Context: an optimization exercise on an open-source flow, tuned for small area. The choices shown serve that exercise and are no tape-out recipe.
In this exercise RTL edits were held to simulation tests only and were not proved equivalent to the original.
Power and IR drop assume default switching activity.

==> flow/design.v, too long to show whole: its modules and the start of the top module <==
// module spr_p1: 2588 lines
// module spr_p2x: 20 lines
// module font_rom: 199 lines
// module kof_top: 304 lines
module kof_top(input wire clk, input wire rst, input wire [3:0] btn, input wire ps2d, ps2c,
			input wire [7:0] sw, output wire [3:0] an, output wire [7:0] segment,
			output wire hsync, vsync, output wire [2:0] rgb);
  // ...
==> flow/flow/run.sh <==
#!/bin/bash
# Standard synthesis; then the combinational logic is re-mapped for area with a stronger ABC
# script (registers, their names and cell types are kept), trying a few ABC seeds in parallel
# and keeping the smallest; then the standard layout flow, with small port buffers and a
# clock tree without dummy loads.
set -euo pipefail
LIB=$FLOW_HOME/platforms/sky130hd/lib/sky130_fd_sc_hd__tt_025C_1v80.lib
RES=orfs/results/sky130hd/kof_top/base
T=${DEEPSYN_T:-300}
bash standard.sh synth > synth.log 2>&1
cp $RES/1_2_yosys.v std_synth.v
python3 flow/mk_techmap.py $LIB > cells_comb.v
DU=$(sed -n '/DONT_USE_CELLS/,/^$/p' $FLOW_HOME/platforms/sky130hd/config.mk | grep -o "sky130_fd_sc_hd__[a-z0-9_]*" | sed 's/^/-dont_use /' | tr '\n' ' ')
for S in 0 1 2 3; do
  cat > deep_$S.abc <<EOS
strash
&get -n
&deepsyn -T $T -S $S
&put
dch -f
amap
EOS
  cat > remap_$S.ys <<EOS
read_liberty -lib $LIB
read_verilog std_synth.v
hierarchy -check -top kof_top
techmap -map cells_comb.v
techmap
opt -purge
abc -liberty $LIB $DU -script deep_$S.abc
splitnets
opt_clean -purge
hilomap -singleton -hicell sky130_fd_sc_hd__conb_1 HI -locell sky130_fd_sc_hd__conb_1 LO
insbuf -buf sky130_fd_sc_hd__buf_4 A X
opt_clean -purge
tee -o remap_stat_$S.txt stat -liberty $LIB
write_verilog -noattr -nohex -nodec remap_$S.v
EOS
  yosys -s remap_$S.ys > remap_$S.log 2>&1 &
done
wait
BEST=$(for S in 0 1 2 3; do echo "$(grep 'Chip area' remap_stat_$S.txt | awk '{print $NF}') $S"; done | sort -g | head -1 | awk '{print $2}')
echo "areas:"; grep 'Chip area' remap_stat_*.txt; echo "best seed $BEST"
cp remap_$BEST.v $RES/1_2_yosys.v
rm -f $RES/1_synth.odb $RES/1_synth.sdc
bash standard.sh BUFFER_PORTS_ARGS="-buffer_cell sky130_fd_sc_hd__buf_1" \
  CTS_ARGS="-sink_clustering_enable -repair_clock_nets -dont_use_dummy_load" finish > finish.log 2>&1
==> flow/flow/mk_techmap.py <==
# Generate a yosys techmap turning combinational sky130 cells into generic logic.
import re, sys
lib = open(sys.argv[1]).read()
out = []
# crude liberty parser: cell blocks
seen = set()
for m in re.finditer(r'\n\s*cell\s*\(\s*"?([\w]+)"?\s*\)\s*\{', lib):
    name = m.group(1)
    if name in seen:
        continue
    seen.add(name)
    # find block end by brace matching
    i = m.end(); depth = 1
    while depth:
        c = lib[i]
        if c == '{': depth += 1
        elif c == '}': depth -= 1
        i += 1
    body = lib[m.end():i]
    if re.search(r'\bff\s*\(|\blatch\s*\(|statetable', body):
        continue
    pins = []
    for pm in re.finditer(r'\n\s*pin\s*\(\s*"?(\w+)"?\s*\)\s*\{', body):
        j = pm.end(); d = 1
        while d:
            c = body[j]
            if c == '{': d += 1
            elif c == '}': d -= 1
            j += 1
        pb = body[pm.end():j]
        dirm = re.search(r'direction\s*:\s*"?(\w+)"?', pb)
        fm = re.search(r'function\s*:\s*"([^"]*)"', pb)
        pins.append((pm.group(1), dirm.group(1) if dirm else None, fm.group(1) if fm else None))
    outs = [p for p in pins if p[1] == 'output']
    ins = [p for p in pins if p[1] == 'input']
    if not outs or any(o[2] is None for o in outs):
        continue
    if re.search(r'three_state|tristate', body):
        continue
    ports = [p[0] for p in ins] + [o[0] for o in outs]
    s = f"module {name}(" + ", ".join(ports) + ");\n"
    for p in ins: s += f"  input {p[0]};\n"
    for o in outs:
        f = o[2].replace('!', '~')
        f = re.sub(r'\)\s*\(', ') & (', f)
        s += f"  output {o[0]};\n  assign {o[0]} = {f};\n"
    s += "endmodule\n"
    out.append(s)
print("\n".join(out))
==> flow/standard.sh <==
#!/bin/bash
# synth_recipe.tcl (not shown) runs the flow's synth.tcl, then flattens the netlist and writes it again
# the make line also repeats each setting of config.mk as NAME=value (left out here)
make -C /OpenROAD-flow-scripts/flow DESIGN_CONFIG=/design/flow/config.mk WORK_HOME=/design/flow/orfs CLKGATE_MAP_FILE= SYNTH_SCRIPT=/design/flow/synth_recipe.tcl "${@:-finish}"
==> flow/config.mk <==
export PLATFORM = sky130hd
export DESIGN_NAME = kof_top
export DESIGN_NICKNAME = kof_top
export VERILOG_FILES = /design/flow/design.v
export SDC_FILE = /design/flow/constraint.sdc
export NUM_CORES = 4
export LEC_CHECK = 0
export CAP_MARGIN = 20
export CORE_MARGIN = 2
export CORE_UTILIZATION = 60
export SLEW_MARGIN = 20
export SYNTH_MEMORY_MAX_BITS = 131072
==> flow/constraint.sdc <==
create_clock -name core_clock -period 20.0 [get_ports {clk}]
set_input_delay 4.0000 -clock core_clock [delete_from_list [all_inputs] [get_ports {clk}]]
set_output_delay 4.0000 -clock core_clock [all_outputs]
set_load 0.01 [all_outputs]
==> flow_summary.yaml, run 1 <==
placed_design:
  numPortBuffers: 21
  place_congestion: 1.003
die:
  floorplan.die_area_um2: 16310
  die_y_um: 127.7
  core-area_um2: 15090
  fp.dieW_um: 127.7
  pin_count: 33
global_route:
  grt-busiest-layer: "met2"
  grt_pass1_vias: 9338
  grt_usage_pct: 35.75
  grt_max_degree: 28
  grt.overflow.total: 0
cells_and_area:
  clkCellAreaFrac_pct: 4.266
  nNonClkBuffers: 29
  final_net_count: 1410
  finalNonFillerCells: 1580
  multi_input_area_um2: 5298
  multi_input_comb_cells: 1000
worst_hold_path:
  worst_hold_path.num_cells: 2
yosys:
  yosysWarningCount: 4
  syn_nets: 1363
drt:
  ant_nets: 0
  met3WireLength_um: 2611
  wl_per_cell_um: 18.44
  viasPerCell: 6.547
  drt_iter0_drc: 1280
  drc: 0
setup_path:
  crit_fanout: 10
  cp_slowest_stage_delay_ns: 0.51
  critical-path-slowest-cell: "dfxtp_1"
  crit_path_start: "cd[12]$_SDFFE_PP0P_"
  rr_worst_depth: 30
  critPathLaunchType: "flip-flop"
power:
  power_leader: "sequential cells"
  power.internal_uw: 457.4
  ir_drop_v: 0.00006453
  p_seq_share_pct: 53.2
  combinationalPowerShare_pct: 3.2
cts:
  clk_latency_ns: 0.43
sta:
  slew_viol_final: 0
  fmax_mhz: 145.7
  worst_slew_pin_slew_ns: 0.9407
  setup_tns_ns: 0
  fin_ws_ns: 13.14
outcome:
  status: "no timing/DRC/antenna violations"
==> module kof_top, before the edit <==
module kof_top(input wire clk, input wire rst, input wire [3:0] btn, input wire ps2d, ps2c,
			input wire [7:0] sw, output wire [3:0] an, output wire [7:0] segment,
			output wire hsync, vsync, output wire [2:0] rgb);
	wire grst = rst | ~sw[0];           
	reg mod2;
	reg [9:0] hc, vc;
	reg hs, vs;
	wire h_end = (hc == 10'd799);
	wire v_end = (vc == 10'd524);
	always @(posedge clk)
		if (rst) begin
			mod2 <= 1'b0; hc <= 10'd0; vc <= 10'd0;
		end else begin
			mod2 <= ~mod2;
			if (mod2) hc <= h_end ? 10'd0 : hc + 10'd1;
			if (mod2 & h_end) vc <= v_end ? 10'd0 : vc + 10'd1;
		end
	always @(posedge clk) begin
		hs <= (hc >= 10'd656) && (hc <= 10'd751);
		vs <= (vc >= 10'd513) && (vc <= 10'd514);
	end
	assign hsync = hs;
	assign vsync = vs;
	wire video_on = (hc < 10'd640) && (vc < 10'd480);
	wire frame = (vc == 10'd481) && (hc == 10'd0) && ~mod2;
	reg [1:0] gs;
	reg over, timeout;
	wire gs_start = (gs == 2'd0);
	wire gs_run = (gs == 2'd1);
	always @(posedge clk)
		if (grst) gs <= 2'd0;
		else case (gs)
			2'd0: gs <= 2'd1;
			2'd1: if (over) gs <= 2'd3; else if (timeout) gs <= 2'd2;
			default: ;
		endcase
	wire greset = rst | gs_start;        
	reg pr;                              
	reg pdec;                            
	reg pdm;                             
	reg [2:0] t1L;
	reg [3:0] t0L;
	reg [3:0] b1L, b2L;
	reg [2:0] hv;                        
	reg [3:0] R;                         
	reg [2:0] t1;
	reg [3:0] t0;
	always @(*) begin
		t1 = t1L; t0 = t0L;
		if (pr) begin t1 = 3'd6; t0 = 4'd0; end
		else if (pdec) begin
			if (t0L == 4'd0) begin t0 = 4'd9; t1 = t1L - 3'd1; end
			else t0 = t0L - 4'd1;
		end
	end
	wire tzero = (t1 == 3'd0) && (t0 == 4'd0);
	reg [18:0] c1s;
	wire sec = (c1s == 19'h0fbf1);
	always @(posedge clk)
		if (greset | sec) c1s <= 19'd0;
		else c1s <= {c1s[17:0], ~(c1s[18] ^ c1s[17])};
	wire c1p = R[3] | (R[2] ? (b1L <= 4'd10) : (b1L == 4'd0));
	wire c2p = R[1] | (R[0] ? (b2L <= 4'd10) : (b2L == 4'd0));
	wire [3:0] b1 = pr ? 4'd15 : ~pdm ? b1L : c1p ? 4'd0 : R[2] ? b1L - 4'd10 : b1L;
	wire [3:0] b2 = pr ? 4'd15 : ~pdm ? b2L : c2p ? 4'd0 : R[0] ? b2L - 4'd10 : b2L;
	wire dmg = (hv == 3'd0);
	wire c1 = (dmg & R[3]) | ((dmg & R[2]) ? (b1 <= 4'd10) : (b1 == 4'd0));
	wire c2 = (dmg & R[1]) | ((dmg & R[0]) ? (b2 <= 4'd10) : (b2 == 4'd0));
	always @(posedge clk) begin
		pr <= greset;
		pdec <= ~greset & gs_run & ~tzero & sec;
		pdm <= ~greset & frame & gs_run & dmg;
		t1L <= t1; t0L <= t0;
		b1L <= b1; b2L <= b2;
	end
	always @(posedge clk)
		if (greset) begin
			timeout <= 1'b0; over <= 1'b0;
		end else begin
			if (gs_run & tzero) timeout <= 1'b1;
			if (frame & gs_run & (c1 | c2)) over <= 1'b1;
		end
	always @(posedge clk)
		if (grst) hv <= 3'd7;
		else if (frame & ~gs_start) hv <= (hv == 3'd5) ? 3'd0 : (hv == 3'd7) ? 3'd1 : hv + 3'd1;
	wire [3:0] hitn;
	always @(posedge clk)
		if (frame & ~gs_start & (hv == 3'd4)) R <= gs_run ? hitn : 4'd0;
	reg [12:0] cd;
	always @(posedge clk)
		if (rst) cd <= 13'd0;
		else if (mod2 && (hc[4:0] == 5'd31)) cd <= cd + 13'd1;
	wire [1:0] sel = cd[12:11];
	assign an = ~(4'b0001 << sel);
	wire [3:0] dv = sel[1] ? b1L : b2L;
	wire tens = (dv >= 4'd10);
	wire [3:0] units = tens ? dv - 4'd10 : dv;
	wire [3:0] digit = sel[0] ? {3'b000, tens} : units;
	reg [6:0] seg;
	always @(*)
		case (digit)
			4'd0: seg = 7'b1000000;
			4'd1: seg = 7'b1111001;
			4'd2: seg = 7'b0100100;
			4'd3: seg = 7'b0110000;
			4'd4: seg = 7'b0011001;
			4'd5: seg = 7'b0010010;
			4'd6: seg = 7'b0000010;
			4'd7: seg = 7'b1111000;
			4'd8: seg = 7'b0000000;
			4'd9: seg = 7'b0010000;
			4'd10: seg = 7'b0001000;
			4'd11: seg = 7'b0000011;
			4'd12: seg = 7'b1000110;
			4'd13: seg = 7'b0100001;
			4'd14: seg = 7'b0000110;
			default: seg = 7'b0001110;
		endcase
	assign segment = {1'b1, seg};
	reg s0, s1, s2, s3;
	wire ne = ~s0 & ~s1 & s2 & s3;
	reg [3:0] cnt;
	reg nsh;
	reg [7:0] din;
	reg kbrk, kexp, kdone;
	reg [3:0] rs;
	reg kb;                              
	reg [3:0] asc;                       
	reg [3:0] cls;
	always @(*) begin
		cls = 4'd0;
		if (~kexp)
			case (din)
				8'h23: cls = 4'b1000;    
				8'h1C: cls = 4'b1001;    
				8'h1D: cls = 4'b1010;    
				8'h1B: cls = 4'b1011;    
				default: cls = 4'd0;
			endcase
		else
			case (din)
				8'h6B: cls = 4'b1100;    
				8'h74: cls = 4'b1101;    
				8'h75: cls = 4'b1110;    
				8'h72: cls = 4'b1111;    
				default: cls = 4'd0;
			endcase
	end
	always @(posedge clk) nsh <= ne;
	always @(posedge clk)
		if (nsh && (cnt >= 4'd2) && (cnt <= 4'd9)) din <= {ps2d, din[7:1]};
	always @(posedge clk)
		if (grst) begin
			s0 <= 1'b0; s1 <= 1'b0; s2 <= 1'b0; s3 <= 1'b0;
			cnt <= 4'd0;
			kbrk <= 1'b0; kexp <= 1'b0; kdone <= 1'b0;
			kb <= 1'b0; rs <= 4'd0; asc <= 4'd0;
		end else begin
			s0 <= ps2c; s1 <= s0; s2 <= s1; s3 <= s2;
			if (cnt == 4'd11) cnt <= 4'd0;
			else if (ne) cnt <= cnt + 4'd1;
			kdone <= (cnt == 4'd11) && (din != 8'hE0) && (din != 8'hF0);
			if (cnt == 4'd11) begin
				if (din == 8'hE0) kexp <= 1'b1;
				else if (din == 8'hF0) kbrk <= 1'b1;
			end
			if (kdone) begin
				kb <= kbrk;
				kbrk <= 1'b0;
			end
			rs <= {rs[2:0], kdone};
			if (rs[3]) begin
				kexp <= 1'b0;
				if (~kb) asc <= cls;
			end
		end
	wire [3:0] act = (~kb & asc[3]) ? asc : 4'd0;
	reg [7:0] x1, x2;
	reg [2:0] a1, a2;
	reg [1:0] f1, f2;
	reg dl1, dl2;
	reg [2:0] a1n, a2n;
	reg [1:0] f1n, f2n;
	reg dl1n, dl2n;
	reg [7:0] x1n, x2n;
	wire hitc = (x1 + 8'd16 > x2);
	assign hitn = {(a2 == 3'd3) && (f2 == 2'd2) && hitc, (a2 == 3'd4) && (f2 == 2'd2) && hitc,
	                   (a1 == 3'd3) && (f1 == 2'd2) && hitc, (a1 == 3'd4) && (f1 == 2'd2) && hitc};
	always @(*) begin
		a1n = a1; f1n = f1; dl1n = dl1;
		a2n = a2; f2n = f2; dl2n = dl2;
		if (a1 == 3'd0) begin
			if (act[3] & ~act[2]) begin a1n = {1'b0, act[1:0]} + 3'd1; f1n = 2'd0; end
		end else if (f1 != 2'd3) begin
			if (dl1) begin f1n = f1 + 2'd1; dl1n = 1'b0; end
			else dl1n = 1'b1;
		end else begin
			a1n = 3'd0; f1n = 2'd0; dl1n = 1'b0;
		end
		if (a2 == 3'd0) begin
			if (act[3] & act[2]) begin a2n = {1'b0, act[1:0]} + 3'd1; f2n = 2'd0; end
		end else if (f2 != 2'd3) begin
			if (dl2) begin f2n = f2 + 2'd1; dl2n = 1'b0; end
			else dl2n = 1'b1;
		end else begin
			a2n = 3'd0; f2n = 2'd0; dl2n = 1'b0;
		end
		x1n = x1;
		if ((a1n == 3'd1) && (x1 + 8'd9 <= x2)) x1n = x1 + 8'd1;
		else if ((a1n == 3'd2) && (x1 > 8'd8)) x1n = x1 - 8'd1;
		x2n = x2;
		if ((a2n == 3'd1) && (x1n + 8'd9 <= x2)) x2n = x2 - 8'd1;
		else if ((a2n == 3'd2) && (x2 <= 8'd138)) x2n = x2 + 8'd1;
	end
	always @(posedge clk)
		if (rst | (frame & ~gs[0])) begin
			x1 <= 8'd25; x2 <= 8'd37;
			a1 <= 3'd0; f1 <= 2'd0; dl1 <= 1'b0;
			a2 <= 3'd0; f2 <= 2'd0; dl2 <= 1'b0;
		end else if (frame & gs_run) begin
			x1 <= x1n; x2 <= x2n;
			a1 <= a1n; f1 <= f1n; dl1 <= dl1n;
			a2 <= a2n; f2 <= f2n; dl2 <= dl2n;
		end
	wire [9:0] ry = vc - 10'd380;
	wire on_y = (vc >= 10'd380) && (vc <= 10'd444);
	wire [10:0] dx1 = {1'b0, hc} - {1'b0, x1, 2'b00};
	wire [10:0] dx2 = {1'b0, hc} - {1'b0, x2, 2'b10};
	wire p1_on = on_y && ~dx1[10] && ((dx1[9:6] == 4'd0) || (dx1[9:0] == 10'd64));
	wire p2_on = on_y && ~dx2[10] && ((dx2[9:6] == 4'd0) || (dx2[9:0] == 10'd64));
	wire [1:0] qb, qx;
	spr_p1 sp(.a(mod2 ? a2 : a1), .f(mod2 ? f2 : f1), .row(ry[5:2]), .col(mod2 ? ~dx2[5:2] : dx1[5:2]), .q(qb));
	spr_p2x sx(.a(a2), .f(f2), .row(ry[5:2]), .col(dx2[5:2]), .q(qx));
	reg [1:0] q1r;
	always @(posedge clk) q1r <= qb;
	wire [1:0] q1 = q1r;
	wire [1:0] q2 = {qb[0], qb[1]} ^ qx;
	wire bar_y = (vc >= 10'd10) && (vc <= 10'd60);
	wire p1bar = bar_y && (hc >= 10'd10) && (hc <= 10'd210);
	wire p2bar = bar_y && (hc >= 10'd330) && (hc <= 10'd530);
	wire red1 = (hc <= 10'd10 + {5'd0, b1, 1'b0});
	wire red2 = (hc >= 10'd530 - {5'd0, b2, 1'b0});
	wire ground = (vc >= 10'd444);
	reg [2:0] grgb;
	always @(*)
		if (p1_on && (q1 != 2'b11)) grgb = {q1[1], q1[0], q1[0]};
		else if (p2_on && (q2 != 2'b11)) grgb = {q2[1], q2[1], q2[0]};
		else if (p1bar) grgb = red1 ? 3'b100 : 3'b111;
		else if (p2bar) grgb = red2 ? 3'b100 : 3'b111;
		else if (ground) grgb = 3'b010;
		else grgb = 3'b111;
	wire [4:0] X5 = hc[9:5];
	wire [4:0] Y5 = vc[9:5];
	wire br_start = gs_start && (Y5 == 5'd4) && (X5 >= 5'd5) && (X5 <= 5'd9);
	wire br_go = (gs == 2'd3) && (Y5 == 5'd4) && (X5 >= 5'd4) && (X5 <= 5'd12);
	wire br_to = (gs == 2'd2) && (Y5 == 5'd4) && (X5 >= 5'd4) && (X5 <= 5'd10);
	wire br_win = gs[1] && (Y5 == 5'd6) && (X5 >= 5'd5) && (X5 <= 5'd10);
	wire br_time = (Y5 == 5'd1) && (X5 >= 5'd7) && (X5 <= 5'd8);
	wire p1wins = (b2 == 4'd0);
	wire txt = br_start | br_go | br_to | br_win | br_time;
	wire txt_real = br_start | br_go | br_to | (br_win & p1wins) | br_time;
	reg [4:0] ch;
	always @(*) begin
		ch = 5'd0;
		if (br_start)
			case (X5)
				5'd5: ch = 5'h07; 5'd6: ch = 5'h06; 5'd7: ch = 5'h00; 5'd8: ch = 5'h04;
				default: ch = 5'h06;
			endcase
		else if (br_go)
			case (X5)
				5'd4: ch = 5'h02; 5'd5: ch = 5'h00; 5'd6: ch = 5'h08; 5'd7: ch = 5'h03;
				5'd8: ch = 5'h0e; 5'd9: ch = 5'h01; 5'd10: ch = 5'h05; 5'd11: ch = 5'h03;
				default: ch = 5'h04;
			endcase
		else if (br_to)
			case (X5)
				5'd4: ch = 5'h06; 5'd5: ch = 5'h0b; 5'd6: ch = 5'h08; 5'd7: ch = 5'h03;
				5'd8: ch = 5'h01; 5'd9: ch = 5'h09;
				default: ch = 5'h06;
			endcase
		else if (br_win) begin
			if (p1wins)
				case (X5)
					5'd5: ch = 5'h0d; 5'd6: ch = 5'h11; 5'd7: ch = 5'h0e; 5'd8: ch = 5'h0a;
					5'd9: ch = 5'h0b;
					default: ch = 5'h0c;
				endcase
		end else if (br_time)
			ch = (X5 == 5'd7) ? {2'b10, t1L} : {1'b1, t0L};
	end
	wire [2:0] frow = txt_real ? vc[4:2] : 3'd0;
	wire [7:0] fdata;
	font_rom from(.ch(ch), .r(frow), .data(fdata));
	reg fbit;
	always @(posedge clk) fbit <= fdata[~hc[4:2]];
	wire [2:0] frgb = (txt_real & fbit) ? 3'b000 : 3'b111;
	wire [2:0] rgb_next = ~video_on ? 3'b000 : txt ? frgb : grgb;
	reg [2:0] rgb_reg;
	always @(posedge clk)
		if (rst | sw[1]) rgb_reg <= 3'b000;
		else if (mod2) rgb_reg <= rgb_next;
	assign rgb = rgb_reg;
endmodule
==> inputs of run 2 (changes only) <==
--- a/flow/design.v
+++ b/flow/design.v
@@ -2608,200 +2608,771 @@
 endmodule
-module font_rom(input wire [4:0] ch, input wire [2:0] r, output reg [7:0] data);
-always @(*) begin
-  case ({ch,r})
-    8'h00: data = 8'b00011000;
-    8'h01: data = 8'b00100100;
-    8'h02: data = 8'b01000010;
-    8'h03: data = 8'b01000010;
-    8'h04: data = 8'b01000010;
-    8'h05: data = 8'b01111110;
-    8'h06: data = 8'b01000010;
-    8'h07: data = 8'b01000010;
-    8'h08: data = 8'b00111100;
-    8'h09: data = 8'b01000010;
-    8'h0a: data = 8'b01000010;
-    8'h0b: data = 8'b01000010;
-    8'h0c: data = 8'b01000010;
-    8'h0d: data = 8'b01000010;
-    8'h0e: data = 8'b01000010;
-    8'h0f: data = 8'b00111100;
-    8'h10: data = 8'b00111100;
-    8'h11: data = 8'b01000010;
-    8'h12: data = 8'b01000010;
-    8'h13: data = 8'b01000000;
-    8'h14: data = 8'b01000110;
-    8'h15: data = 8'b01000010;
-    8'h16: data = 8'b01000010;
-    8'h17: data = 8'b00111100;
-    8'h18: data = 8'b01111110;
-    8'h19: data = 8'b01000000;
-    8'h1a: data = 8'b01000000;
-    8'h1b: data = 8'b01000000;
-    8'h1c: data = 8'b01111110;
-    8'h1d: data = 8'b01000000;
-    8'h1e: data = 8'b01000000;
-    8'h1f: data = 8'b01111110;
-    8'h20: data = 8'b01111100;
-    8'h21: data = 8'b01000010;
-    8'h22: data = 8'b01000010;
-    8'h23: data = 8'b01111100;
-    8'h24: data = 8'b01100000;
-    8'h25: data = 8'b01011000;
-    8'h26: data = 8'b01001100;
-    8'h27: data = 8'b01000010;
-    8'h28: data = 8'b10000001;
-    8'h29: data = 8'b10000001;
-    8'h2a: data = 8'b10000001;
-    8'h2b: data = 8'b10000001;
-    8'h2c: data = 8'b10000001;
-    8'h2d: data = 8'b01000010;
-    8'h2e: data = 8'b00100100;
-    8'h2f: data = 8'b00011000;
-    8'h30: data = 8'b11111111;
-    8'h31: data = 8'b00011000;
-    8'h32: data = 8'b00011000;
-    8'h33: data = 8'b00011000;
-    8'h34: data = 8'b00011000;
-    8'h35: data = 8'b00011000;
-    8'h36: data = 8'b00011000;
-    8'h37: data = 8'b00011000;
-    8'h38: data = 8'b00111100;
-    8'h39: data = 8'b01000010;
-    8'h3a: data = 8'b01000010;
-    8'h3b: data = 8'b01000000;
-    8'h3c: data = 8'b00111100;
-    8'h3d: data = 8'b00000010;
-    8'h3e: data = 8'b01000010;
-    8'h3f: data = 8'b00111100;
-    8'h40: data = 8'b10000010;
-    8'h41: data = 8'b11000110;
-    8'h42: data = 8'b10101010;
-    8'h43: data = 8'b10010010;
-    8'h44: data = 8'b10010010;
-    8'h45: data = 8'b10010010;
-    8'h46: data = 8'b10010010;
-    8'h47: data = 8'b10010010;
-    8'h48: data = 8'b01000010;
-    8'h49: data = 8'b01000010;
-    8'h4a: data = 8'b01000010;
-    8'h4b: data = 8'b01000010;
-    8'h4c: data = 8'b01000010;
-    8'h4d: data = 8'b01000010;
-    8'h4e: data = 8'b01000010;
-    8'h4f: data = 8'b00111100;
-    8'h50: data = 8'b10010010;
-    8'h51: data = 8'b10010010;
-    8'h52: data = 8'b10010010;
-    8'h53: data = 8'b10010010;
-    8'h54: data = 8'b10010010;
-    8'h55: data = 8'b10010010;
-    8'h56: data = 8'b01010100;
-    8'h57: data = 8'b00101000;
-    8'h58: data = 8'b00111100;
-    8'h59: data = 8'b00011000;
-    8'h5a: data = 8'b00011000;
-    8'h5b: data = 8'b00011000;
-    8'h5c: data = 8'b00011000;
-    8'h5d: data = 8'b00011000;
-    8'h5e: data = 8'b00011000;
-    8'h5f: data = 8'b00111100;
-    8'h60: data = 8'b01000010;
-    8'h61: data = 8'b01100010;
-    8'h62: data = 8'b01110010;
-    8'h63: data = 8'b01010010;
-    8'h64: data = 8'b01001010;
-    8'h65: data = 8'b01001110;
-    8'h66: data = 8'b01000110;
-    8'h67: data = 8'b01000010;
-    8'h68: data = 8'b01111100;
-    8'h69: data = 8'b01000010;
-    8'h6a: data = 8'b01000010;
-    8'h6b: data = 8'b01111100;
-    8'h6c: data = 8'b01000000;
-    8'h6d: data = 8'b01000000;
-    8'h6e: data = 8'b01000000;
-    8'h6f: data = 8'b01000000;
-    8'h80: data = 8'b00111100;
-    8'h81: data = 8'b01000010;
-    8'h82: data = 8'b01000010;
-    8'h83: data = 8'b01000010;
-    8'h84: data = 8'b01000010;
-    8'h85: data = 8'b01000010;
-    8'h86: data = 8'b01000010;
-    8'h87: data = 8'b00111100;
-    8'h88: data = 8'b00011000;
-    8'h89: data = 8'b00111000;
-    8'h8a: data = 8'b01111000;
-    8'h8b: data = 8'b00011000;
-    8'h8c: data = 8'b00011000;
-    8'h8d: data = 8'b00011000;
-    8'h8e: data = 8'b00011000;
-    8'h8f: data = 8'b00011000;
-    8'h90: data = 8'b00111100;
-    8'h91: data = 8'b01000010;
-    8'h92: data = 8'b01000010;
-    8'h93: data = 8'b00000010;
-    8'h94: data = 8'b00111100;
-    8'h95: data = 8'b01000000;
-    8'h96: data = 8'b01000000;
-    8'h97: data = 8'b01111110;
-    8'h98: data = 8'b00111100;
-    8'h99: data = 8'b01000010;
-    8'h9a: data = 8'b01000010;
-    8'h9b: data = 8'b00000010;
-    8'h9c: data = 8'b00111100;
-    8'h9d: data = 8'b00000010;
-    8'h9e: data = 8'b01000010;
-    8'h9f: data = 8'b00111100;
-    8'ha0: data = 8'b00001100;
-    8'ha1: data = 8'b00011100;
-    8'ha2: data = 8'b00101100;
-    8'ha3: data = 8'b01001100;
-    8'ha4: data = 8'b01001100;
-    8'ha5: data = 8'b01111111;
-    8'ha6: data = 8'b00001100;
-    8'ha7: data = 8'b00001100;
-    8'ha8: data = 8'b01111110;
-    8'ha9: data = 8'b01000000;
-    8'haa: data = 8'b01000000;
-    8'hab: data = 8'b01111100;
-    8'hac: data = 8'b00000010;
-    8'had: data = 8'b00000010;
-    8'hae: data = 8'b01000010;
-    8'haf: data = 8'b00111100;
-    8'hb0: data = 8'b00111100;
-    8'hb1: data = 8'b01000000;
-    8'hb2: data = 8'b01000000;
-    8'hb3: data = 8'b01000000;
-    8'hb4: data = 8'b01111100;
-    8'hb5: data = 8'b01000010;
-    8'hb6: data = 8'b01000010;
-    8'hb7: data = 8'b00111100;
-    8'hb8: data = 8'b01111111;
-    8'hb9: data = 8'b00000011;
-    8'hba: data = 8'b00000110;
-    8'hbb: data = 8'b00001000;
-    8'hbc: data = 8'b00001000;
-    8'hbd: data = 8'b00001000;
-    8'hbe: data = 8'b00001000;
-    8'hbf: data = 8'b00001000;
-    8'hc0: data = 8'b00111100;
-    8'hc1: data = 8'b01000010;
-    8'hc2: data = 8'b01000010;
-    8'hc3: data = 8'b00111100;
-    8'hc4: data = 8'b00111100;
-    8'hc5: data = 8'b01000010;
-    8'hc6: data = 8'b01000010;
-    8'hc7: data = 8'b00111100;
-    8'hc8: data = 8'b00111100;
-    8'hc9: data = 8'b01000010;
-    8'hca: data = 8'b01000010;
-    8'hcb: data = 8'b00111110;
-    8'hcc: data = 8'b00000010;
-    8'hcd: data = 8'b00000010;
-    8'hce: data = 8'b01000010;
-    8'hcf: data = 8'b00111100;
-    default: data = 8'b0;
+module txt_start(input wire [4:0] x, input wire [2:0] r, input wire [2:0] c, output reg q);
+always @(*)
+  case ({x,r,c})
+    11'd322: q = 1'b1;
+    11'd323: q = 1'b1;
+    11'd324: q = 1'b1;
+    11'd325: q = 1'b1;
+    11'd329: q = 1'b1;
+    11'd334: q = 1'b1;
+    11'd337: q = 1'b1;
+    11'd342: q = 1'b1;
+    11'd345: q = 1'b1;
+    11'd354: q = 1'b1;
+    11'd355: q = 1'b1;
+    11'd356: q = 1'b1;
+    11'd357: q = 1'b1;
+    11'd366: q = 1'b1;
+    11'd369: q = 1'b1;
+    11'd374: q = 1'b1;
+    11'd378: q = 1'b1;
+    11'd379: q = 1'b1;
+    11'd380: q = 1'b1;
+    11'd381: q = 1'b1;
+    11'd384: q = 1'b1;
+    11'd385: q = 1'b1;
+    11'd386: q = 1'b1;
+    11'd387: q = 1'b1;
+    11'd388: q = 1'b1;
+    11'd389: q = 1'b1;
+    11'd390: q = 1'b1;
+    11'd391: q = 1'b1;
+    11'd395: q = 1'b1;
+    11'd396: q = 1'b1;
+    11'd403: q = 1'b1;
+    11'd404: q = 1'b1;
+    11'd411: q = 1'b1;
+    11'd412: q = 1'b1;
+    11'd419: q = 1'b1;
+    11'd420: q = 1'b1;
+    11'd427: q = 1'b1;
+    11'd428: q = 1'b1;
+    11'd435: q = 1'b1;
+    11'd436: q = 1'b1;
+    11'd443: q = 1'b1;
+    11'd444: q = 1'b1;
+    11'd451: q = 1'b1;
+    11'd452: q = 1'b1;
+    11'd458: q = 1'b1;
+    11'd461: q = 1'b1;
+    11'd465: q = 1'b1;
+    11'd470: q = 1'b1;
+    11'd473: q = 1'b1;
+    11'd478: q = 1'b1;
+    11'd481: q = 1'b1;
+    11'd486: q = 1'b1;
+    11'd489: q = 1'b1;
+    11'd490: q = 1'b1;
+    11'd491: q = 1'b1;
+    11'd492: q = 1'b1;
+    11'd493: q = 1'b1;
+    11'd494: q = 1'b1;
+    11'd497: q = 1'b1;
+    11'd502: q = 1'b1;
+    11'd505: q = 1'b1;
+    11'd510: q = 1'b1;
+    11'd513: q = 1'b1;
+    11'd514: q = 1'b1;
+    11'd515: q = 1'b1;
+    11'd516: q = 1'b1;
+    11'd517: q = 1'b1;
+    11'd521: q = 1'b1;
+    11'd526: q = 1'b1;
+    11'd529: q = 1'b1;
+    11'd534: q = 1'b1;
+    11'd537: q = 1'b1;
+    11'd538: q = 1'b1;
+    11'd539: q = 1'b1;
+    11'd540: q = 1'b1;
+    11'd541: q = 1'b1;
+    11'd545: q = 1'b1;
+    11'd546: q = 1'b1;
+    11'd553: q = 1'b1;
+    11'd555: q = 1'b1;
+    11'd556: q = 1'b1;
+    11'd561: q = 1'b1;
+    11'd564: q = 1'b1;
+    11'd565: q = 1'b1;
+    11'd569: q = 1'b1;
+    11'd574: q = 1'b1;
+    11'd576: q = 1'b1;
+    11'd577: q = 1'b1;
+    11'd578: q = 1'b1;
+    11'd579: q = 1'b1;
+    11'd580: q = 1'b1;
+    11'd581: q = 1'b1;
+    11'd582: q = 1'b1;
+    11'd583: q = 1'b1;
+    11'd587: q = 1'b1;
+    11'd588: q = 1'b1;
+    11'd595: q = 1'b1;
+    11'd596: q = 1'b1;
+    11'd603: q = 1'b1;
+    11'd604: q = 1'b1;
+    11'd611: q = 1'b1;
+    11'd612: q = 1'b1;
+    11'd619: q = 1'b1;
+    11'd620: q = 1'b1;
+    11'd627: q = 1'b1;
+    11'd628: q = 1'b1;
+    11'd635: q = 1'b1;
+    11'd636: q = 1'b1;
+    default: q = 1'b0;
+  endcase
+endmodule
+module txt_go(input wire [4:0] x, input wire [2:0] r, input wire [2:0] c, output reg q);
+always @(*)
+  case ({x,r,c})
+    11'd258: q = 1'b1;
+    11'd259: q = 1'b1;
+    11'd260: q = 1'b1;
+    11'd261: q = 1'b1;
+    11'd265: q = 1'b1;
+    11'd270: q = 1'b1;
+    11'd273: q = 1'b1;
+    11'd278: q = 1'b1;
+    11'd281: q = 1'b1;
+    11'd289: q = 1'b1;
+    11'd293: q = 1'b1;
+    11'd294: q = 1'b1;
+    11'd297: q = 1'b1;
+    11'd302: q = 1'b1;
+    11'd305: q = 1'b1;
+    11'd310: q = 1'b1;
+    11'd314: q = 1'b1;
+    11'd315: q = 1'b1;
+    11'd316: q = 1'b1;
+    11'd317: q = 1'b1;
+    11'd323: q = 1'b1;
+    11'd324: q = 1'b1;
+    11'd330: q = 1'b1;
+    11'd333: q = 1'b1;
+    11'd337: q = 1'b1;
+    11'd342: q = 1'b1;
+    11'd345: q = 1'b1;
+    11'd350: q = 1'b1;
+    11'd353: q = 1'b1;
+    11'd358: q = 1'b1;
+    11'd361: q = 1'b1;
+    11'd362: q = 1'b1;
+    11'd363: q = 1'b1;
+    11'd364: q = 1'b1;
+    11'd365: q = 1'b1;
+    11'd366: q = 1'b1;
+    11'd369: q = 1'b1;
+    11'd374: q = 1'b1;
+    11'd377: q = 1'b1;
+    11'd382: q = 1'b1;
+    11'd384: q = 1'b1;
+    11'd390: q = 1'b1;
+    11'd392: q = 1'b1;
+    11'd393: q = 1'b1;
+    11'd397: q = 1'b1;
+    11'd398: q = 1'b1;
+    11'd400: q = 1'b1;
+    11'd402: q = 1'b1;
+    11'd404: q = 1'b1;
+    11'd406: q = 1'b1;
+    11'd408: q = 1'b1;
+    11'd411: q = 1'b1;
+    11'd414: q = 1'b1;
+    11'd416: q = 1'b1;
+    11'd419: q = 1'b1;
+    11'd422: q = 1'b1;
+    11'd424: q = 1'b1;
+    11'd427: q = 1'b1;
+    11'd430: q = 1'b1;
+    11'd432: q = 1'b1;
+    11'd435: q = 1'b1;
+    11'd438: q = 1'b1;
+    11'd440: q = 1'b1;
+    11'd443: q = 1'b1;
+    11'd446: q = 1'b1;
+    11'd449: q = 1'b1;
+    11'd450: q = 1'b1;
+    11'd451: q = 1'b1;
+    11'd452: q = 1'b1;
+    11'd453: q = 1'b1;
+    11'd454: q = 1'b1;
+    11'd457: q = 1'b1;
+    11'd465: q = 1'b1;
+    11'd473: q = 1'b1;
+    11'd481: q = 1'b1;
+    11'd482: q = 1'b1;
+    11'd483: q = 1'b1;
+    11'd484: q = 1'b1;
+    11'd485: q = 1'b1;
+    11'd486: q = 1'b1;
+    11'd489: q = 1'b1;
+    11'd497: q = 1'b1;
+    11'd505: q = 1'b1;
+    11'd506: q = 1'b1;
+    11'd507: q = 1'b1;
+    11'd508: q = 1'b1;
+    11'd509: q = 1'b1;
+    11'd510: q = 1'b1;
+    11'd578: q = 1'b1;
+    11'd579: q = 1'b1;
+    11'd580: q = 1'b1;
+    11'd581: q = 1'b1;
+    11'd585: q = 1'b1;
+    11'd590: q = 1'b1;
+    11'd593: q = 1'b1;
+    11'd598: q = 1'b1;
+    11'd601: q = 1'b1;
+    11'd606: q = 1'b1;
+    11'd609: q = 1'b1;
+    11'd614: q = 1'b1;
+    11'd617: q = 1'b1;
+    11'd622: q = 1'b1;
+    11'd625: q = 1'b1;
+    11'd630: q = 1'b1;
+    11'd634: q = 1'b1;
+    11'd635: q = 1'b1;
+    11'd636: q = 1'b1;
+    11'd637: q = 1'b1;
+    11'd640: q = 1'b1;
+    11'd647: q = 1'b1;
+    11'd648: q = 1'b1;
+    11'd655: q = 1'b1;
+    11'd656: q = 1'b1;
+    11'd663: q = 1'b1;
+    11'd664: q = 1'b1;
+    11'd671: q = 1'b1;
+    11'd672: q = 1'b1;
+    11'd679: q = 1'b1;
+    11'd681: q = 1'b1;
+    11'd686: q = 1'b1;
+    11'd690: q = 1'b1;
+    11'd693: q = 1'b1;
+    11'd699: q = 1'b1;
+    11'd700: q = 1'b1;
+    11'd705: q = 1'b1;
+    11'd706: q = 1'b1;
+    11'd707: q = 1'b1;
+    11'd708: q = 1'b1;
+    11'd709: q = 1'b1;
+    11'd710: q = 1'b1;
+    11'd713: q = 1'b1;
+    11'd721: q = 1'b1;
+    11'd729: q = 1'b1;
+    11'd737: q = 1'b1;
+    11'd738: q = 1'b1;
+    11'd739: q = 1'b1;
+    11'd740: q = 1'b1;
+    11'd741: q = 1'b1;
+    11'd742: q = 1'b1;
+    11'd745: q = 1'b1;
+    11'd753: q = 1'b1;
+    11'd761: q = 1'b1;
+    11'd762: q = 1'b1;
+    11'd763: q = 1'b1;
+    11'd764: q = 1'b1;
+    11'd765: q = 1'b1;
+    11'd766: q = 1'b1;
+    11'd769: q = 1'b1;
+    11'd770: q = 1'b1;
+    11'd771: q = 1'b1;
+    11'd772: q = 1'b1;
+    11'd773: q = 1'b1;
+    11'd777: q = 1'b1;
+    11'd782: q = 1'b1;
+    11'd785: q = 1'b1;
+    11'd790: q = 1'b1;
+    11'd793: q = 1'b1;
+    11'd794: q = 1'b1;
+    11'd795: q = 1'b1;
+    11'd796: q = 1'b1;
+    11'd797: q = 1'b1;
+    11'd801: q = 1'b1;
+    11'd802: q = 1'b1;
+    11'd809: q = 1'b1;
+    11'd811: q = 1'b1;
+    11'd812: q = 1'b1;
+    11'd817: q = 1'b1;
+    11'd820: q = 1'b1;
+    11'd821: q = 1'b1;
+    11'd825: q = 1'b1;
+    11'd830: q = 1'b1;
+    default: q = 1'b0;
+  endcase
+endmodule
+module txt_to(input wire [4:0] x, input wire [2:0] r, input wire [2:0] c, output reg q);
+always @(*)
+  case ({x,r,c})
+    11'd256: q = 1'b1;
+    11'd257: q = 1'b1;
+    11'd258: q = 1'b1;
+    11'd259: q = 1'b1;
+    11'd260: q = 1'b1;
+    11'd261: q = 1'b1;
+    11'd262: q = 1'b1;
+    11'd263: q = 1'b1;
+    11'd267: q = 1'b1;
+    11'd268: q = 1'b1;
+    11'd275: q = 1'b1;
+    11'd276: q = 1'b1;
+    11'd283: q = 1'b1;
+    11'd284: q = 1'b1;
+    11'd291: q = 1'b1;
+    11'd292: q = 1'b1;
+    11'd299: q = 1'b1;
+    11'd300: q = 1'b1;
+    11'd307: q = 1'b1;
+    11'd308: q = 1'b1;
+    11'd315: q = 1'b1;
+    11'd316: q = 1'b1;
+    11'd322: q = 1'b1;
+    11'd323: q = 1'b1;
+    11'd324: q = 1'b1;
+    11'd325: q = 1'b1;
+    11'd331: q = 1'b1;
+    11'd332: q = 1'b1;
+    11'd339: q = 1'b1;
+    11'd340: q = 1'b1;
+    11'd347: q = 1'b1;
+    11'd348: q = 1'b1;
+    11'd355: q = 1'b1;
+    11'd356: q = 1'b1;
+    11'd363: q = 1'b1;
+    11'd364: q = 1'b1;
+    11'd371: q = 1'b1;
+    11'd372: q = 1'b1;
+    11'd378: q = 1'b1;
+    11'd379: q = 1'b1;
+    11'd380: q = 1'b1;
+    11'd381: q = 1'b1;
+    11'd384: q = 1'b1;
+    11'd390: q = 1'b1;
+    11'd392: q = 1'b1;
+    11'd393: q = 1'b1;
+    11'd397: q = 1'b1;
+    11'd398: q = 1'b1;
+    11'd400: q = 1'b1;
+    11'd402: q = 1'b1;
+    11'd404: q = 1'b1;
+    11'd406: q = 1'b1;
+    11'd408: q = 1'b1;
+    11'd411: q = 1'b1;
+    11'd414: q = 1'b1;
+    11'd416: q = 1'b1;
+    11'd419: q = 1'b1;
+    11'd422: q = 1'b1;
+    11'd424: q = 1'b1;
+    11'd427: q = 1'b1;
+    11'd430: q = 1'b1;
+    11'd432: q = 1'b1;
+    11'd435: q = 1'b1;
+    11'd438: q = 1'b1;
+    11'd440: q = 1'b1;
+    11'd443: q = 1'b1;
+    11'd446: q = 1'b1;
+    11'd449: q = 1'b1;
+    11'd450: q = 1'b1;
+    11'd451: q = 1'b1;
+    11'd452: q = 1'b1;
+    11'd453: q = 1'b1;
+    11'd454: q = 1'b1;
+    11'd457: q = 1'b1;
+    11'd465: q = 1'b1;
+    11'd473: q = 1'b1;
+    11'd481: q = 1'b1;
+    11'd482: q = 1'b1;
+    11'd483: q = 1'b1;
+    11'd484: q = 1'b1;
+    11'd485: q = 1'b1;
+    11'd486: q = 1'b1;
+    11'd489: q = 1'b1;
+    11'd497: q = 1'b1;
+    11'd505: q = 1'b1;
+    11'd506: q = 1'b1;
+    11'd507: q = 1'b1;
+    11'd508: q = 1'b1;
+    11'd509: q = 1'b1;
+    11'd510: q = 1'b1;
+    11'd514: q = 1'b1;
+    11'd515: q = 1'b1;
+    11'd516: q = 1'b1;
+    11'd517: q = 1'b1;
+    11'd521: q = 1'b1;
+    11'd526: q = 1'b1;
+    11'd529: q = 1'b1;
+    11'd534: q = 1'b1;
+    11'd537: q = 1'b1;
+    11'd542: q = 1'b1;
+    11'd545: q = 1'b1;
+    11'd550: q = 1'b1;
+    11'd553: q = 1'b1;
+    11'd558: q = 1'b1;
+    11'd561: q = 1'b1;
+    11'd566: q = 1'b1;
+    11'd570: q = 1'b1;
+    11'd571: q = 1'b1;
+    11'd572: q = 1'b1;
+    11'd573: q = 1'b1;
+    11'd577: q = 1'b1;
+    11'd582: q = 1'b1;
+    11'd585: q = 1'b1;
+    11'd590: q = 1'b1;
+    11'd593: q = 1'b1;
+    11'd598: q = 1'b1;
+    11'd601: q = 1'b1;
+    11'd606: q = 1'b1;
+    11'd609: q = 1'b1;
+    11'd614: q = 1'b1;
+    11'd617: q = 1'b1;
+    11'd622: q = 1'b1;
+    11'd625: q = 1'b1;
+    11'd630: q = 1'b1;
+    11'd634: q = 1'b1;
+    11'd635: q = 1'b1;
+    11'd636: q = 1'b1;
+    11'd637: q = 1'b1;
+    11'd640: q = 1'b1;
+    11'd641: q = 1'b1;
+    11'd642: q = 1'b1;
+    11'd643: q = 1'b1;
+    11'd644: q = 1'b1;
+    11'd645: q = 1'b1;
+    11'd646: q = 1'b1;
+    11'd647: q = 1'b1;
+    11'd651: q = 1'b1;
+    11'd652: q = 1'b1;
+    11'd659: q = 1'b1;
+    11'd660: q = 1'b1;
+    11'd667: q = 1'b1;
+    11'd668: q = 1'b1;
+    11'd675: q = 1'b1;
+    11'd676: q = 1'b1;
+    11'd683: q = 1'b1;
+    11'd684: q = 1'b1;
+    11'd691: q = 1'b1;
+    11'd692: q = 1'b1;
+    11'd699: q = 1'b1;
+    11'd700: q = 1'b1;
+    default: q = 1'b0;
+  endcase
+endmodule
+module txt_win(input wire [4:0] x, input wire [2:0] r, input wire [2:0] c, output reg q);
+always @(*)
+  case ({x,r,c})
+    11'd321: q = 1'b1;
+    11'd322: q = 1'b1;
+    11'd323: q = 1'b1;
+    11'd324: q = 1'b1;
+    11'd325: q = 1'b1;
+    11'd329: q = 1'b1;
+    11'd334: q = 1'b1;
+    11'd337: q = 1'b1;
+    11'd342: q = 1'b1;
+    11'd345: q = 1'b1;
+    11'd346: q = 1'b1;
+    11'd347: q = 1'b1;
+    11'd348: q = 1'b1;
+    11'd349: q = 1'b1;
+    11'd353: q = 1'b1;
+    11'd361: q = 1'b1;
+    11'd369: q = 1'b1;
+    11'd377: q = 1'b1;
+    11'd387: q = 1'b1;
+    11'd388: q = 1'b1;
+    11'd394: q = 1'b1;
+    11'd395: q = 1'b1;
+    11'd396: q = 1'b1;
+    11'd401: q = 1'b1;
+    11'd402: q = 1'b1;
+    11'd403: q = 1'b1;
+    11'd404: q = 1'b1;
+    11'd411: q = 1'b1;
+    11'd412: q = 1'b1;
+    11'd419: q = 1'b1;
+    11'd420: q = 1'b1;
+    11'd427: q = 1'b1;
+    11'd428: q = 1'b1;
+    11'd435: q = 1'b1;
+    11'd436: q = 1'b1;
+    11'd443: q = 1'b1;
+    11'd444: q = 1'b1;
+    11'd512: q = 1'b1;
+    11'd515: q = 1'b1;
+    11'd518: q = 1'b1;
+    11'd520: q = 1'b1;
+    11'd523: q = 1'b1;
+    11'd526: q = 1'b1;
+    11'd528: q = 1'b1;
+    11'd531: q = 1'b1;
+    11'd534: q = 1'b1;
+    11'd536: q = 1'b1;
+    11'd539: q = 1'b1;
+    11'd542: q = 1'b1;
+    11'd544: q = 1'b1;
+    11'd547: q = 1'b1;
+    11'd550: q = 1'b1;
+    11'd552: q = 1'b1;
+    11'd555: q = 1'b1;
+    11'd558: q = 1'b1;
+    11'd561: q = 1'b1;
+    11'd563: q = 1'b1;
+    11'd565: q = 1'b1;
+    11'd570: q = 1'b1;
+    11'd572: q = 1'b1;
+    11'd578: q = 1'b1;
+    11'd579: q = 1'b1;
+    11'd580: q = 1'b1;
+    11'd581: q = 1'b1;
+    11'd587: q = 1'b1;
+    11'd588: q = 1'b1;
+    11'd595: q = 1'b1;
+    11'd596: q = 1'b1;
+    11'd603: q = 1'b1;
+    11'd604: q = 1'b1;
+    11'd611: q = 1'b1;
+    11'd612: q = 1'b1;
+    11'd619: q = 1'b1;
+    11'd620: q = 1'b1;
+    11'd627: q = 1'b1;
+    11'd628: q = 1'b1;
+    11'd634: q = 1'b1;
+    11'd635: q = 1'b1;
+    11'd636: q = 1'b1;
+    11'd637: q = 1'b1;
+    11'd641: q = 1'b1;
+    11'd646: q = 1'b1;
+    11'd649: q = 1'b1;
+    11'd650: q = 1'b1;
+    11'd654: q = 1'b1;
+    11'd657: q = 1'b1;
+    11'd658: q = 1'b1;
+    11'd659: q = 1'b1;
+    11'd662: q = 1'b1;
+    11'd665: q = 1'b1;
+    11'd667: q = 1'b1;
+    11'd670: q = 1'b1;
+    11'd673: q = 1'b1;
+    11'd676: q = 1'b1;
+    11'd678: q = 1'b1;
+    11'd681: q = 1'b1;
+    11'd684: q = 1'b1;
+    11'd685: q = 1'b1;
+    11'd686: q = 1'b1;
+    11'd689: q = 1'b1;
+    11'd693: q = 1'b1;
+    11'd694: q = 1'b1;
+    11'd697: q = 1'b1;
+    11'd702: q = 1'b1;
+    default: q = 1'b0;
+  endcase
+endmodule
+module txt_digit(input wire [3:0] d, input wire [2:0] r, input wire [2:0] c, output reg q);
+always @(*)
+  case ({d,r,c})
+    10'd2: q = 1'b1;
+    10'd3: q = 1'b1;
+    10'd4: q = 1'b1;
+    10'd5: q = 1'b1;
+    10'd9: q = 1'b1;
+    10'd14: q = 1'b1;
+    10'd17: q = 1'b1;
+    10'd22: q = 1'b1;
+    10'd25: q = 1'b1;
+    10'd30: q = 1'b1;
+    10'd33: q = 1'b1;
+    10'd38: q = 1'b1;
+    10'd41: q = 1'b1;
+    10'd46: q = 1'b1;
+    10'd49: q = 1'b1;
+    10'd54: q = 1'b1;
+    10'd58: q = 1'b1;
+    10'd59: q = 1'b1;
+    10'd60: q = 1'b1;
+    10'd61: q = 1'b1;
+    10'd67: q = 1'b1;
+    10'd68: q = 1'b1;
+    10'd74: q = 1'b1;
+    10'd75: q = 1'b1;
+    10'd76: q = 1'b1;
+    10'd81: q = 1'b1;
+    10'd82: q = 1'b1;
+    10'd83: q = 1'b1;
+    10'd84: q = 1'b1;
+    10'd91: q = 1'b1;
+    10'd92: q = 1'b1;
+    10'd99: q = 1'b1;
+    10'd100: q = 1'b1;
+    10'd107: q = 1'b1;
+    10'd108: q = 1'b1;
+    10'd115: q = 1'b1;
+    10'd116: q = 1'b1;
+    10'd123: q = 1'b1;
+    10'd124: q = 1'b1;
+    10'd130: q = 1'b1;
+    10'd131: q = 1'b1;
+    10'd132: q = 1'b1;
+    10'd133: q = 1'b1;
+    10'd137: q = 1'b1;
+    10'd142: q = 1'b1;
+    10'd145: q = 1'b1;
+    10'd150: q = 1'b1;
+    10'd158: q = 1'b1;
+    10'd162: q = 1'b1;
+    10'd163: q = 1'b1;
+    10'd164: q = 1'b1;
+    10'd165: q = 1'b1;
+    10'd169: q = 1'b1;
+    10'd177: q = 1'b1;
+    10'd185: q = 1'b1;
+    10'd186: q = 1'b1;
+    10'd187: q = 1'b1;
+    10'd188: q = 1'b1;
+    10'd189: q = 1'b1;
+    10'd190: q = 1'b1;
+    10'd194: q = 1'b1;
+    10'd195: q = 1'b1;
+    10'd196: q = 1'b1;
+    10'd197: q = 1'b1;
+    10'd201: q = 1'b1;
+    10'd206: q = 1'b1;
+    10'd209: q = 1'b1;
+    10'd214: q = 1'b1;
+    10'd222: q = 1'b1;
+    10'd226: q = 1'b1;
+    10'd227: q = 1'b1;
+    10'd228: q = 1'b1;
+    10'd229: q = 1'b1;
+    10'd238: q = 1'b1;
+    10'd241: q = 1'b1;
+    10'd246: q = 1'b1;
+    10'd250: q = 1'b1;
+    10'd251: q = 1'b1;
+    10'd252: q = 1'b1;
+    10'd253: q = 1'b1;
+    10'd260: q = 1'b1;
+    10'd261: q = 1'b1;
+    10'd267: q = 1'b1;
+    10'd268: q = 1'b1;
+    10'd269: q = 1'b1;
+    10'd274: q = 1'b1;
+    10'd276: q = 1'b1;
+    10'd277: q = 1'b1;
+    10'd281: q = 1'b1;
+    10'd284: q = 1'b1;
+    10'd285: q = 1'b1;
+    10'd289: q = 1'b1;
+    10'd292: q = 1'b1;
+    10'd293: q = 1'b1;
+    10'd297: q = 1'b1;
+    10'd298: q = 1'b1;
+    10'd299: q = 1'b1;
+    10'd300: q = 1'b1;
+    10'd301: q = 1'b1;
+    10'd302: q = 1'b1;
+    10'd303: q = 1'b1;
+    10'd308: q = 1'b1;
+    10'd309: q = 1'b1;
+    10'd316: q = 1'b1;
+    10'd317: q = 1'b1;
+    10'd321: q = 1'b1;
+    10'd322: q = 1'b1;
+    10'd323: q = 1'b1;
+    10'd324: q = 1'b1;
+    10'd325: q = 1'b1;
+    10'd326: q = 1'b1;
+    10'd329: q = 1'b1;
+    10'd337: q = 1'b1;
+    10'd345: q = 1'b1;
+    10'd346: q = 1'b1;
+    10'd347: q = 1'b1;
+    10'd348: q = 1'b1;
+    10'd349: q = 1'b1;
+    10'd358: q = 1'b1;
+    10'd366: q = 1'b1;
+    10'd369: q = 1'b1;
+    10'd374: q = 1'b1;
+    10'd378: q = 1'b1;
+    10'd379: q = 1'b1;
+    10'd380: q = 1'b1;
+    10'd381: q = 1'b1;
+    10'd386: q = 1'b1;
+    10'd387: q = 1'b1;
+    10'd388: q = 1'b1;
+    10'd389: q = 1'b1;
+    10'd393: q = 1'b1;
+    10'd401: q = 1'b1;
+    10'd409: q = 1'b1;
+    10'd417: q = 1'b1;
+    10'd418: q = 1'b1;
+    10'd419: q = 1'b1;
+    10'd420: q = 1'b1;
+    10'd421: q = 1'b1;
+    10'd425: q = 1'b1;
+    10'd430: q = 1'b1;
+    10'd433: q = 1'b1;
+    10'd438: q = 1'b1;
+    10'd442: q = 1'b1;
+    10'd443: q = 1'b1;
+    10'd444: q = 1'b1;
+    10'd445: q = 1'b1;
+    10'd449: q = 1'b1;
+    10'd450: q = 1'b1;
+    10'd451: q = 1'b1;
+    10'd452: q = 1'b1;
+    10'd453: q = 1'b1;
+    10'd454: q = 1'b1;
+    10'd455: q = 1'b1;
+    10'd462: q = 1'b1;
+    10'd463: q = 1'b1;
+    10'd469: q = 1'b1;
+    10'd470: q = 1'b1;
+    10'd476: q = 1'b1;
+    10'd484: q = 1'b1;
+    10'd492: q = 1'b1;
+    10'd500: q = 1'b1;
+    10'd508: q = 1'b1;
+    10'd514: q = 1'b1;
+    10'd515: q = 1'b1;
+    10'd516: q = 1'b1;
+    10'd517: q = 1'b1;
+    10'd521: q = 1'b1;
+    10'd526: q = 1'b1;
+    10'd529: q = 1'b1;
+    10'd534: q = 1'b1;
+    10'd538: q = 1'b1;
+    10'd539: q = 1'b1;
+    10'd540: q = 1'b1;
+    10'd541: q = 1'b1;
+    10'd546: q = 1'b1;
+    10'd547: q = 1'b1;
+    10'd548: q = 1'b1;
+    10'd549: q = 1'b1;
+    10'd553: q = 1'b1;
+    10'd558: q = 1'b1;
+    10'd561: q = 1'b1;
+    10'd566: q = 1'b1;
+    10'd570: q = 1'b1;
+    10'd571: q = 1'b1;
+    10'd572: q = 1'b1;
+    10'd573: q = 1'b1;
+    10'd578: q = 1'b1;
+    10'd579: q = 1'b1;
+    10'd580: q = 1'b1;
+    10'd581: q = 1'b1;
+    10'd585: q = 1'b1;
+    10'd590: q = 1'b1;
+    10'd593: q = 1'b1;
+    10'd598: q = 1'b1;
+    10'd602: q = 1'b1;
+    10'd603: q = 1'b1;
+    10'd604: q = 1'b1;
+    10'd605: q = 1'b1;
+    10'd606: q = 1'b1;
+    10'd614: q = 1'b1;
+    10'd622: q = 1'b1;
+    10'd625: q = 1'b1;
+    10'd630: q = 1'b1;
+    10'd634: q = 1'b1;
+    10'd635: q = 1'b1;
+    10'd636: q = 1'b1;
+    10'd637: q = 1'b1;
+    default: q = 1'b0;
   endcase
-end
 endmodule
@@ -2993,3 +3564,5 @@
 	reg [7:0] x1n, x2n;
-	wire hitc = (x1 + 8'd16 > x2);
+	reg p1f, p1b;
+	wire [7:0] dx = x2 - x1;
+	wire hitc = (dx < 8'd16);             
 	assign hitn = {(a2 == 3'd3) && (f2 == 2'd2) && hitc, (a2 == 3'd4) && (f2 == 2'd2) && hitc,
@@ -3016,6 +3589,8 @@
 		x1n = x1;
-		if ((a1n == 3'd1) && (x1 + 8'd9 <= x2)) x1n = x1 + 8'd1;
-		else if ((a1n == 3'd2) && (x1 > 8'd8)) x1n = x1 - 8'd1;
+		p1f = (a1n == 3'd1) && (dx >= 8'd9);
+		p1b = (a1n == 3'd2) && (x1 > 8'd8);
+		if (p1f) x1n = x1 + 8'd1;
+		else if (p1b) x1n = x1 - 8'd1;
 		x2n = x2;
-		if ((a2n == 3'd1) && (x1n + 8'd9 <= x2)) x2n = x2 - 8'd1;
+		if ((a2n == 3'd1) && (p1f ? (dx >= 8'd10) : p1b ? (dx >= 8'd8) : (dx >= 8'd9))) x2n = x2 - 8'd1;
 		else if ((a2n == 3'd2) && (x2 <= 8'd138)) x2n = x2 + 8'd1;
@@ -3034,13 +3609,13 @@
 	wire on_y = (vc >= 10'd380) && (vc <= 10'd444);
-	wire [10:0] dx1 = {1'b0, hc} - {1'b0, x1, 2'b00};
-	wire [10:0] dx2 = {1'b0, hc} - {1'b0, x2, 2'b10};
-	wire p1_on = on_y && ~dx1[10] && ((dx1[9:6] == 4'd0) || (dx1[9:0] == 10'd64));
-	wire p2_on = on_y && ~dx2[10] && ((dx2[9:6] == 4'd0) || (dx2[9:0] == 10'd64));
+	wire [10:0] dxs = {1'b0, hc} - {1'b0, (mod2 ? {x2, 2'b10} : {x1, 2'b00})};
+	wire s_on = on_y && ~dxs[10] && ((dxs[9:6] == 4'd0) || (dxs[9:0] == 10'd64));
 	wire [1:0] qb, qx;
-	spr_p1 sp(.a(mod2 ? a2 : a1), .f(mod2 ? f2 : f1), .row(ry[5:2]), .col(mod2 ? ~dx2[5:2] : dx1[5:2]), .q(qb));
-	spr_p2x sx(.a(a2), .f(f2), .row(ry[5:2]), .col(dx2[5:2]), .q(qx));
+	spr_p1 sp(.a(mod2 ? a2 : a1), .f(mod2 ? f2 : f1), .row(ry[5:2]), .col(mod2 ? ~dxs[5:2] : dxs[5:2]), .q(qb));
+	spr_p2x sx(.a(a2), .f(f2), .row(ry[5:2]), .col(dxs[5:2]), .q(qx));
 	reg [1:0] q1r;
-	always @(posedge clk) q1r <= qb;
+	always @(posedge clk) q1r <= s_on ? qb : 2'b11;
 	wire [1:0] q1 = q1r;
 	wire [1:0] q2 = {qb[0], qb[1]} ^ qx;
+	wire p1_vis = (q1 != 2'b11);
+	wire p2_vis = s_on && (q2 != 2'b11);
 	wire bar_y = (vc >= 10'd10) && (vc <= 10'd60);
@@ -3053,4 +3628,4 @@
 	always @(*)
-		if (p1_on && (q1 != 2'b11)) grgb = {q1[1], q1[0], q1[0]};
-		else if (p2_on && (q2 != 2'b11)) grgb = {q2[1], q2[1], q2[0]};
+		if (p1_vis) grgb = {q1[1], q1[0], q1[0]};
+		else if (p2_vis) grgb = {q2[1], q2[1], q2[0]};
 		else if (p1bar) grgb = red1 ? 3'b100 : 3'b111;
@@ -3069,37 +3644,13 @@
 	wire txt_real = br_start | br_go | br_to | (br_win & p1wins) | br_time;
-	reg [4:0] ch;
-	always @(*) begin
-		ch = 5'd0;
-		if (br_start)
-			case (X5)
-				5'd5: ch = 5'h07; 5'd6: ch = 5'h06; 5'd7: ch = 5'h00; 5'd8: ch = 5'h04;
-				default: ch = 5'h06;
-			endcase
-		else if (br_go)
-			case (X5)
-				5'd4: ch = 5'h02; 5'd5: ch = 5'h00; 5'd6: ch = 5'h08; 5'd7: ch = 5'h03;
-				5'd8: ch = 5'h0e; 5'd9: ch = 5'h01; 5'd10: ch = 5'h05; 5'd11: ch = 5'h03;
-				default: ch = 5'h04;
-			endcase
-		else if (br_to)
-			case (X5)
-				5'd4: ch = 5'h06; 5'd5: ch = 5'h0b; 5'd6: ch = 5'h08; 5'd7: ch = 5'h03;
-				5'd8: ch = 5'h01; 5'd9: ch = 5'h09;
-				default: ch = 5'h06;
-			endcase
-		else if (br_win) begin
-			if (p1wins)
-				case (X5)
-					5'd5: ch = 5'h0d; 5'd6: ch = 5'h11; 5'd7: ch = 5'h0e; 5'd8: ch = 5'h0a;
-					5'd9: ch = 5'h0b;
-					default: ch = 5'h0c;
-				endcase
-		end else if (br_time)
-			ch = (X5 == 5'd7) ? {2'b10, t1L} : {1'b1, t0L};
-	end
-	wire [2:0] frow = txt_real ? vc[4:2] : 3'd0;
-	wire [7:0] fdata;
-	font_rom from(.ch(ch), .r(frow), .data(fdata));
+	wire [7:0] c0row = 8'b00011000;
+	wire tb_start, tb_go, tb_to, tb_win, tb_dig;
+	txt_start u_ts(.x(X5), .r(vc[4:2]), .c(hc[4:2]), .q(tb_start));
+	txt_go u_tg(.x(X5), .r(vc[4:2]), .c(hc[4:2]), .q(tb_go));
+	txt_to u_tt(.x(X5), .r(vc[4:2]), .c(hc[4:2]), .q(tb_to));
+	txt_win u_tw(.x(X5), .r(vc[4:2]), .c(hc[4:2]), .q(tb_win));
+	txt_digit u_td(.d((X5 == 5'd7) ? {1'b0, t1L} : t0L), .r(vc[4:2]), .c(hc[4:2]), .q(tb_dig));
+	wire tbit = br_start ? tb_start : br_go ? tb_go : br_to ? tb_to : (br_win & p1wins) ? tb_win :
+	            br_time ? tb_dig : c0row[~hc[4:2]];
 	reg fbit;
-	always @(posedge clk) fbit <= fdata[~hc[4:2]];
+	always @(posedge clk) fbit <= tbit;
 	wire [2:0] frgb = (txt_real & fbit) ? 3'b000 : 3'b111;
--- a/flow/flow/run.sh
+++ b/flow/flow/run.sh
@@ -46,2 +46,2 @@
 bash standard.sh BUFFER_PORTS_ARGS="-buffer_cell sky130_fd_sc_hd__buf_1" \
-  CTS_ARGS="-sink_clustering_enable -repair_clock_nets -dont_use_dummy_load" finish > finish.log 2>&1
+  CTS_ARGS="-sink_clustering_enable -repair_clock_nets -dont_use_dummy_load -buf_list sky130_fd_sc_hd__clkbuf_8" finish > finish.log 2>&1
==> flow_summary.yaml, run 2 <==
cells_and_area:
  most-common-layout-cells: "277 x nor2_1, 170 x clkinv_1, 135 x dfxtp_1, 74 x o21ai_0, 73 x nand2_1"
  stdcell_area_um2: 9080
  largest_reg_flops: 19
  top_register: "c1s"
  finalNonFillerCells: 1438
  drive_above_1_share_pct: 1.908
  final_net_count: 1276
  final_common_cell: "nor2_1"
  syn_to_final_growth_pct: 6.862
  top_regs: "c1s: 19 flops, cd: 13 flops"
  antenna-diode-count: 0
drt:
  drt_iter0_drc: 1035
  drt_wl_total_um: 25770
  drc: 0
  num_vias: 9279
  viasPerCell: 6.453
  wl_per_cell_um: 17.92
  ant_nets: 0
  firstDrtPassIters: 6
sta:
  rsz0062_at_grt: "no"
  fmax_mhz: 138.2
  post-route-min-period_ns: 7.235
  fin_crit_sh_pct: 36.18
  relSlewSlack_pct: 41.52
  finalClockSkew_ns: 0.03416
  fin_ws_ns: 12.76
  setup_tns_ns: 0
  worst_slew_pin_slew_ns: 0.8692
  hold_viol: 0
  setup_viol_count_final: 0
  slew_viol_final: 0
  holdWs_ns: 0.4154
power:
  ir_drop_v: 0.00004929
  power.internal_uw: 381.7
  p_sw_uw: 120.9
  p_leak_uw: 0.002842
  power.density_nw_per_um2: 55.35
  swShare_pct: 24.05
  clkPwrFrac_pct: 33.7
  combinationalPowerShare_pct: 6.8
  p_seq_share_pct: 59.5
yosys:
  synth_area_um2: 8497
  syn_area_per_cell_um2: 6.999
  yosysWarningCount: 8
  syn_nets: 1230
  syn_inst: 1214
global_route:
  grt_pass1_vias: 8360
  grt_pass1_wl_um: 41360
  antenna_found_initial: 0
  grt_max_degree: 24
  grt_usage_pct: 34.64
  grt.overflow.total: 0
setup_path:
  critical_path_buf_inv_count: 5
  crit_fanout: 20
  critical-path-slowest-cell: "o22ai_1"
  arrival_ns: 7.55
  cp_slowest_stage_delay_ns: 0.68
  critPathLaunchType: "flip-flop"
  crit_family: "compound AO/OA/AOI/OAI gates"
  critPathKind: "flip-flop to flip-flop"
  end_kind: "flip-flop"
  crit_required_ns: 20.31
  critPathMostFrequentCell: "nor2_1"
cts:
  cts_tree: "built"
  cts_resized: 0
  cts_sinks: 147
  post_cts_buffers: 0
  cts_buffer_depth: 2
  clockRootBuffer: "clkbuf_8"
  clk_latency_ns: 0.46
  cts_hold_buf: 0
  cts_buffers: 17
  clk_pin_slew_ns: 0.09
  h-tree-depth: 4
die:
  fp.dieW_um: 123
  core-area_um2: 13880
  die_y_um: 123
  pin_count: 33
  rows: 43
  initial_utilization_pct: 61.21
  floorplan.die_area_um2: 15130
placed_design:
  post_dp_cell_area_um2: 8846
  dp_cells: 1421
  dp_slack_ns: 13.28
  numPortBuffers: 21
  place_congestion: 1.086
  dpl.hpwl_um: 19470
outcome:
  status: "no timing/DRC/antenna violations"
flow_run:
  maxCapViolCount: 0
worst_hold_path:
  min_path_type: "flip-flop to flip-flop"
[run 2: cell type report]
| type | count | area (µm²) |
|---|---|---|
| clock buffer | 17 | 234.0 |
| fill | 1286 | 4801 |
| inverter | 170 | 638.1 |
| multi-input combinational | 896 | 4788 |
| sequential | 147 | 3063 |
| tap | 180 | 225.2 |
| timing repair buffer | 28 | 131.4 |
[run 2: worst paths after layout]
path / from / endpoint / slack, ns / cells past startpoint
worst min register to register: c1s[12]$_SDFF_PP0_ / c1s[13]$_SDFF_PP0_ / 0.42 / 2
worst min-delay path: c1s[12]$_SDFF_PP0_ / c1s[13]$_SDFF_PP0_ / 0.42 / 2
worst max-delay path: mod2$_SDFF_PP0_ / rgb_reg[2]$_SDFFE_PP0P_ / 12.76 / 27
worst max register to register: mod2$_SDFF_PP0_ / rgb_reg[2]$_SDFFE_PP0P_ / 12.76 / 27
[run 2: routing by layer]
| metal | share of wire [%] | wire [µm] | vias up | GRT usage, % |
|---|---|---|---|---|
| met3 | 10 | 2612 | 85 | 8.164 |
| met4 | 3.4 | 885 | 0 | 12.78 |
| li1 | - | - | 4491 | - |
| met5 | 0 | 0 | - | 0 |
| met2 | 44 | 11280 | 514 | 54.70 |
| met1 | 43 | 11000 | 4189 | 46.21 |
[run 2: power by group through the flow]
stage | Combinational, µW | Clock (µW) | Sequential, µW
CTS | 32.8 | 173 | 299
global placement | 32.7 | 0 | 305
floorplan | 21.3 | 0 | 305
finish | 34.4 | 169 | 299
detailed placement | 32.6 | 0 | 305
global route | 36.9 | 183 | 299
[run 2: metrics by stage]
step,utilization [%],power (µW)
detailed placement,63.73,337.8
CTS,65.41,504.1
finish,65.41,502.5
global route,65.41,519.0
global placement,63.73,338.0
floorplan,-,326.6
[run 2: worst register-to-register path, delay by kind of cell (launching register included)]
| kind | cells | cell delay, ns |
|---|---|---|
| compound gates | 15 | 3.95 |
| flops | 1 | 0.34 |
| simple gates | 7 | 1.41 |
| buf+inv | 5 | 1.41 |

==> re-timing with driven ports <==
The results above use ideal ports. As a check the final layouts listed here were re-extracted and re-timed, cells and wires unchanged.
Step 1, drivers: a clkbuf_16 drives clk and a buf_2 each remaining input, both assumed.
Step 2 also shifts input and output timing later by t, the mid clock arrival at the registers, as if the neighbouring blocks saw the same clock.
Three values: ideal ports, drivers, drivers and shift; two values: the first two.
| run | t, ns | setup slack, ns |
|---|---|---|
| run 1 | 0.462 | 13.137 / 13.092 / 13.018 |
| run 2 | 0.485 | 12.765 / 12.765 / 12.765 |
After both steps every run listed still meets setup and hold.
